Source: an optimization exercise on an open RTL-to-GDS flow (aim: small area). Production flows keep margins and buffers that such runs may drop. Function was checked by simulation only, so behaviour that the tests miss may differ from the original.

## flow/design.v (module list and top-level ports; edited modules follow where they fit)
// module chen_cordic: 4633 lines
// module wm4: 4 lines
// module wm6: 7 lines
// module wm8: 4 lines
// module wm11: 3 lines
// module wm13: 4 lines
// module wm16: 3 lines
// module cfa: 4 lines
// module cha: 4 lines
module chen_cordic #(
    parameter ROTATE_TYPE = "ROTATE",
    parameter DATABITS = 17,
    parameter ITERATIONS = 16
)(
    input clk,
    input rst_n,
    input Validin,
    input signed [DATABITS-1:0] Xin,
    input signed [DATABITS-1:0] Yin,
    input signed [17:0] Ain,
    output Validout,
    output signed [DATABITS-1:0] Xout,
    output signed [DATABITS-1:0] Yout,
    output signed [17:0] Aout
);
  // ...
==> flow/flow/run.sh <==
#!/bin/bash
# The standard layout (the standard.sh, all steps), with one change: the buffer that
# placement puts on every input and output port is a plain sky130_fd_sc_hd__buf_1 instead of
# the cell buffer_ports picks by itself (a 10 um2 delay buffer). Every port still gets its buffer.
set -euo pipefail
export BUFFER_PORTS_ARGS="-buffer_cell sky130_fd_sc_hd__buf_1"
bash standard.sh > standard.log 2>&1
==> flow/standard.sh <==
#!/bin/bash
# synth_recipe.tcl (not shown) runs the flow's synth.tcl, then flattens the netlist and writes it again
# the make line also repeats each setting of config.mk as NAME=value (left out here)
make -C /OpenROAD-flow-scripts/flow DESIGN_CONFIG=/design/flow/config.mk WORK_HOME=/design/flow/orfs CLKGATE_MAP_FILE= SYNTH_SCRIPT=/design/flow/synth_recipe.tcl "${@:-finish}"
==> flow/config.mk <==
export PLATFORM = sky130hd
export DESIGN_NAME = chen_cordic
export DESIGN_NICKNAME = chen_cordic
export VERILOG_FILES = /design/flow/design.v
export SDC_FILE = /design/flow/constraint.sdc
export NUM_CORES = 4
export LEC_CHECK = 0
export CAP_MARGIN = 20
export CORE_MARGIN = 2
export CORE_UTILIZATION = 62
export CTS_BUF_LIST = sky130_fd_sc_hd__clkbuf_8
export CTS_CLUSTER_DIAMETER = 60
export CTS_CLUSTER_SIZE = 20
export SLEW_MARGIN = 20
export SYNTH_HIERARCHICAL = 1
export SYNTH_MINIMUM_KEEP_SIZE = 0
==> flow/constraint.sdc <==
create_clock -name core_clock -period 6.5 [get_ports {clk}]
set_input_delay 1.3000 -clock core_clock [delete_from_list [all_inputs] [get_ports {clk}]]
set_output_delay 1.3000 -clock core_clock [all_outputs]
set_load 0.01 [all_outputs]
==> impl_metrics.tcl, run 1 <==
set metrics [dict create \
    outcome "timing/DRC/antenna clean" \
    fin_worst_skew_ns 0.0413 \
    place_congestion 0.853 \
    dr_wl_met2_mm 28.3 \
    nWellTaps 696 \
    dp_hpwl_mm 45.7 \
    grt_util_met3_pct 2.93 \
    worstHoldEndpoint "r7_n16_w_5$_DFF_P_" \
    multi_input_gates 1483 \
    period_share_pct 97.7 \
    worst_ep_arrival_time_ns 6.90 \
    largest_reg_flops 13 \
    cts_buffer_depth 3 \
    cp-start-kind "register" \
    rows 85 \
    hold-worst-slack_ns 0.323 \
    pre_cts_slack_ns -0.0584 \
    routedWlPerCell_um 17.0 \
    cts_sinks 637 \
    cts_resized 5 \
    synthToLayoutAreaGrowth_pct 6.76 \
    dp_cells 3096 \
    top_usage_layer "met2" \
]
==> inputs of run 2 (changes only) <==
--- a/flow/config.mk
+++ b/flow/config.mk
@@ -8,5 +8,5 @@
 export CAP_MARGIN = 20
 export CORE_MARGIN = 2
-export CORE_UTILIZATION = 62
+export CORE_UTILIZATION = 76
 export CTS_BUF_LIST = sky130_fd_sc_hd__clkbuf_8
 export CTS_CLUSTER_DIAMETER = 60
==> run 2 against run 1 <==
Synthesized area unchanged. Final cell count down 3.6%. Still clean on timing, DRC and antenna. Non-clock buffer count down 2. Largest cell class unchanged. Setup slack worse by 0.050 ns.
==> impl_metrics.tcl, run 2 <==
set metrics [dict create \
    fin_crit_ns 6.40 \
    final_common_cell "dfxtp_1" \
    period_share_pct 98.4 \
    place_congestion 0.890 \
    cts_made_buffers 46 \
    r2r-start "r3_n370_s$_DFF_P_" \
    initial_utilization_pct 76.9 \
    setup_ws_ns 0.102 \
    worstHoldEndpoint "r10_n16_w_1$_DFF_P_" \
    place_area_mm2 0.0350 \
    avgSynthCellArea_um2 14.6 \
    firstDrtPassIters 5 \
    setup_violations 0 \
    syn-cell-area_mm2 0.0340 \
    max_freq_mhz 156 \
    grt_pass1_vias 19300 \
    numPortBuffers 107 \
    cts_sinks 637 \
    fill_cells 2256 \
    slowest_stage "fa_2" \
    wl_mm 58.9 \
    grt-ovfl-total 0 \
    drive_gt1_share_pct 9.46 \
    fp.dieH_um 216 \
    crit_required_ns 7.07 \
    dp_hpwl_mm 47.8 \
    final_cell_mix "632 x dfxtp_1, 601 x fa_1, 210 x xor2_1, 206 x xnor2_1, 115 x inv_1" \
    pre_cts_slack_ns -0.228 \
    worst_ep_arrival_time_ns 6.97 \
    die-area_mm2 0.0465 \
    cts_tree "yes" \
    r2r_cells 15 \
    path_class "register to register" \
    setup_tns_ns 0 \
    hold_violations 0 \
    routedWlPerCell_um 19.2 \
    top_register "vld" \
    htree_levels 2 \
    crit_buf_inv 0 \
    hp-start "r9_n16_w_1$_DFF_P_" \
    critPathCaptureType "register" \
    clockRootBuffer "clkbuf_8" \
    post-route-util_pct 81.9 \
    viasPerCell 5.33 \
    antenna_found_initial 1 \
    outcome "timing/DRC/antenna clean" \
    crit_family "adder cells" \
    slowest_delay_ns 0.60 \
    tightest_slew_ns 1.08 \
    drtAntennaViolNets 0 \
    clkSlewWorstSetupHoldPaths_ns 0.12 \
    relSlewSlack_pct 28.1 \
    worstPathCellList "fa_1, fa_2, xnor2_1, fa_1, fa_1, fa_1, fa_1, fa_2, fa_1, fa_1, fa_1, fa_2, fa_1, fa_1, fa_1" \
    rows 77 \
    core_mm2 0.0442 \
    holdBufCountCts 0 \
    largest_reg_flops 13 \
    fin_worst_skew_ns 0.0508 \
    synthToLayoutAreaGrowth_pct 6.45 \
    min_path_type "register to register" \
    crit_top_cell "fa_1" \
    via_count 16300 \
    critPathMaxFanout 2 \
    final_cell_area_mm2 0.0362 \
    worstReg2RegEnd "r4_n534_s$_DFF_P_" \
    groute.usage.overall_pct 27.3 \
    cp-start-kind "register" \
    syn_nets 3157 \
    ios 108 \
    synthCells 2332 \
    dr.first_iter.drc_count 710 \
    drv_slew 0 \
    grt_pass1_wl_mm 98.4 \
    clkLatencyLatePin_ns 0.69 \
    drt_drc_violations_left 0 \
    worstHoldPathCells 0 \
    cts_buffer_depth 3 \
    die_x_um 216 \
    grt_max_degree 33 \
    nets 3276 \
    yosysWarningCount 7 \
    ff2ff_setup_slack_ns 0.10 \
    maxCapViolCount 0 \
]
==> run 2: worst reg2reg max path, cell delays in order, from the launching register on <==
cell and delay (ns):
dfxtp_1 0.35, fa_1 0.48, fa_2 0.60, xnor2_1 0.10, fa_1 0.41, fa_1 0.40
fa_1 0.39, fa_1 0.39, fa_2 0.39, fa_1 0.39, fa_1 0.40, fa_1 0.40
fa_2 0.36, fa_1 0.40, fa_1 0.39, fa_1 0.43
==> run 2: area by class of cell <==
type / instances / area [um2] / share of cell area [%]
Antenna cell: 1 / 2.50 / 0.00691
Clock buffer: 48 / 661 / 1.82
Multi-Input combinational cell: 1483 / 20500 / 56.6
Clock inverter: 23 / 239 / 0.660
Inverter: 116 / 438 / 1.21
Timing Repair Buffer: 167 / 852 / 2.35
Tap cell: 592 / 741 / 2.05
Sequential cell: 637 / 12800 / 35.3
==> run 2: metal layers <==
metal	share of wire (%)	wire length (um)	global-route usage, %	vias up
met5	0	0	0	-
met2	54	32000	49.2	280
met3	3.1	1830	4.00	111
met4	2.7	1580	7.45	0
li1	-	-	-	7435
met1	40	23500	34.8	8512
==> run 2: what timing repair did <==
action                     CTS  global route
pin swaps                    1            11
buffers inserted             0             6
setup endpoints to repair    6            23
resized for setup           10            67
==> run 2: worst max path at each step <==
stage	slack, ns	cells past startpoint	endpoint	start
after floorplan	0.02	17	r2_n219_s$_DFF_P_	r1_n157_y$_DFF_P_
after global placement	0.11	15	r10_n892_s$_DFF_P_	r9_n815_y$_DFF_P_
after detailed placement	-0.23	15	r10_n892_s$_DFF_P_	r9_n815_y$_DFF_P_
after CTS	0.001	15	r10_n892_s$_DFF_P_	r9_n815_y$_DFF_P_
after global routing	-0.05	15	r4_n534_s$_DFF_P_	r3_n370_s$_DFF_P_
final	0.10	15	r4_n534_s$_DFF_P_	r3_n370_s$_DFF_P_
==> run 2: metrics by stage <==
step           cells  hold WS [ns]
3_3_place_gp    2989         0.312
6_report        3067         0.327
4_1_cts         3060         0.327
3_5_place_dp    2989         0.312
2_1_floorplan   2332         0.310
5_1_grt         3067         0.323
==> inputs of run 3 (changes only) <==
--- a/flow/config.mk
+++ b/flow/config.mk
@@ -8,5 +8,5 @@
 export CAP_MARGIN = 20
 export CORE_MARGIN = 2
-export CORE_UTILIZATION = 76
+export CORE_UTILIZATION = 70
 export CTS_BUF_LIST = sky130_fd_sc_hd__clkbuf_8
 export CTS_CLUSTER_DIAMETER = 60
==> run 3 against run 2 <==
Routed wire length down 7.5%. Synthesized area did not move. Maximum frequency increased by 0.91%. Clock skew decreased by 0.025 ns. Via count fell by 1.9%. Critical path depth unchanged. Die area is 8.4% higher. Final cell count up 0.91%. Highest routed layer unchanged.
==> impl_metrics.tcl, run 3 <==
set metrics [dict create \
    fin_cells 3095 \
    tightest_slew_ns 0.917 \
    numPortBuffers 107 \
    top_register "vld" \
    period_share_pct 97.6 \
    outcome "timing/DRC/antenna clean" \
    ios 108 \
    rows 80 \
    cts_tree "yes" \
    critPathCaptureType "register" \
    fill_cells 3055 \
    path_class "register to register" \
    grt_pass1_vias 18900 \
    syn_nets 3157 \
    gr-usage-met1_pct 31.5 \
    relSlewSlack_pct 38.8 \
    clkSlewWorstSetupHoldPaths_ns 0.12 \
    grt_pass1_wl_mm 94.6 \
    via_count 16000 \
    met2_usage_pct 43.0 \
    grt_util_met3_pct 2.91 \
    grt-ovfl-total 0 \
    max_freq_mhz 158 \
    multiInputGateArea_mm2 0.0205 \
    pre_cts_slack_ns -0.0164 \
    hold-worst-slack_ns 0.332 \
    worst_ep_arrival_time_ns 6.90 \
    holdBufCountCts 0 \
    cp-start-kind "register" \
    critPathMaxFanout 2 \
    largest_reg_flops 13 \
    firstDrtPassIters 5 \
    die_x_um 224 \
    place_congestion 0.884 \
    crit_required_ns 7.06 \
    dp_hpwl_mm 45.6 \
    slowest_delay_ns 0.57 \
    initial_utilization_pct 71.1 \
    clkLatencyLatePin_ns 0.66 \
    setup_violations 0 \
    routedWlPerCell_um 17.6 \
    drtAntennaViolNets 0 \
    synthCells 2332 \
    antenna_found_initial 0 \
    core_mm2 0.0478 \
    groute.usage.overall_pct 24.0 \
    viasPerCell 5.18 \
    htree_levels 2 \
    syn-cell-area_mm2 0.0340 \
    min_path_type "register to register" \
    die-area_mm2 0.0504 \
    setup_tns_ns 0 \
    setup_ws_ns 0.159 \
    avgSynthCellArea_um2 14.6 \
    seqCellArea_mm2 0.0128 \
    hold_violations 0 \
    grt_max_degree 33 \
    cts_buffer_depth 3 \
    cts_made_buffers 47 \
    nets 3279 \
    drv_slew 0 \
    fin_worst_skew_ns 0.0261 \
    wl_mm 54.5 \
    yosysWarningCount 7 \
    drive_gt1_share_pct 8.91 \
    diodes 0 \
    worstPathCellList "fa_1, fa_1, fa_2, fa_1, fa_2, xnor2_1, fa_1, fa_1, fa_1, fa_1, fa_1, fa_1, fa_1, fa_1, fa_1" \
    final_common_cell "dfxtp_1" \
    clockRootBuffer "clkbuf_8" \
    synthToLayoutAreaGrowth_pct 6.70 \
    crit_top_cell "fa_1" \
    fin_crit_ns 6.34 \
    dp_cells 3016 \
    slowest_stage "fa_2" \
    top_usage_layer "met2" \
    cts_sinks 637 \
    maxCapViolCount 0 \
    final_cell_mix "631 x dfxtp_1, 616 x fa_1, 214 x xor2_1, 204 x xnor2_1, 118 x inv_1" \
    dr.first_iter.drc_count 635 \
    drt_drc_violations_left 0 \
    fp.dieH_um 224 \
]
run 3: repair_timing:
item,4_1_cts,5_1_grt
endpoints found under the setup margin,1,22
buffers inserted,0,4
gates resized for setup,1,60
pin swaps,0,8
run 3: stage by stage:
step / utilization [%] / instance area [um2]
2_1_floorplan: - / 34000
3_3_place_gp: 73.3 / 35100
3_5_place_dp: 73.3 / 35100
4_1_cts: 75.4 / 36100
5_1_grt: 75.9 / 36300
6_report: 75.9 / 36300
run 3: area by class of cell:
class	instances	share of cell area, %
clock inverters	25	0.848
well taps	615	2.12
flip-flops and latches	637	35.2
clock buffers	50	1.90
inverters	116	1.21
repair buffers	169	2.39
multi-input cells	1483	56.4
run 3: path summary, 6_finish.rpt:
kind / to / startpoint / slack [ns] / depth (start not counted)
worst min-delay path: r12_n932_s$_DFF_P_ / r11_n932_s$_DFF_P_ / 0.33 / 0
worst max register to register: r6_n696_s$_DFF_P_ / r5_n553_s$_DFF_P_ / 0.16 / 15
worst max-delay path: r6_n696_s$_DFF_P_ / r5_n553_s$_DFF_P_ / 0.16 / 15
worst min register to register: r12_n932_s$_DFF_P_ / r11_n932_s$_DFF_P_ / 0.33 / 0
run 3: per-layer routing:
layer  vias to the layer above  part of all wire [%]
met4                         0                   1.7
met3                        69                   2.8
met2                       191                    53
li1                       7456                     -
met5                         -                     0
met1                      8306                    42
run 3: worst max-delay path, delay by kind of cell, from the launching register on:
| family | cells | cell delay [ns] |
|---|---|---|
| adder cells (fa/ha/maj) | 14 | 5.80 |
| flip-flops | 1 | 0.34 |
| XOR/XNOR | 1 | 0.09 |

[re-timing with driven ports]
Ports are ideal in the flow. The routed layouts listed here were re-timed in OpenROAD.
Step 1: set_driving_cell puts a clkbuf_16 on clk and a buf_2 on each other input, an assumption about the parent block.
Step 2, shift: input delay + t, output delay - t, t = (earliest + latest rising clock arrival at the registers) / 2. This alone moves slack from input paths to output paths.
Slacks: no drivers / after step 1 / after step 2; pairs: no drivers / after step 1.
run	t (ns)	setup slack, ns	hold slack, ns	worst setup path at the end
run 1	0.716	0.151 / 0.151 / 0.151	0.323 / 0.323 / 0.323	register to register
run 2	0.725	0.102 / 0.102 / 0.102	0.327 / 0.327 / 0.327	register to register
run 3	0.706	0.159 / 0.159 / 0.159	0.332 / 0.332 / 0.332	register to register
After both steps every run listed still meets setup and hold.
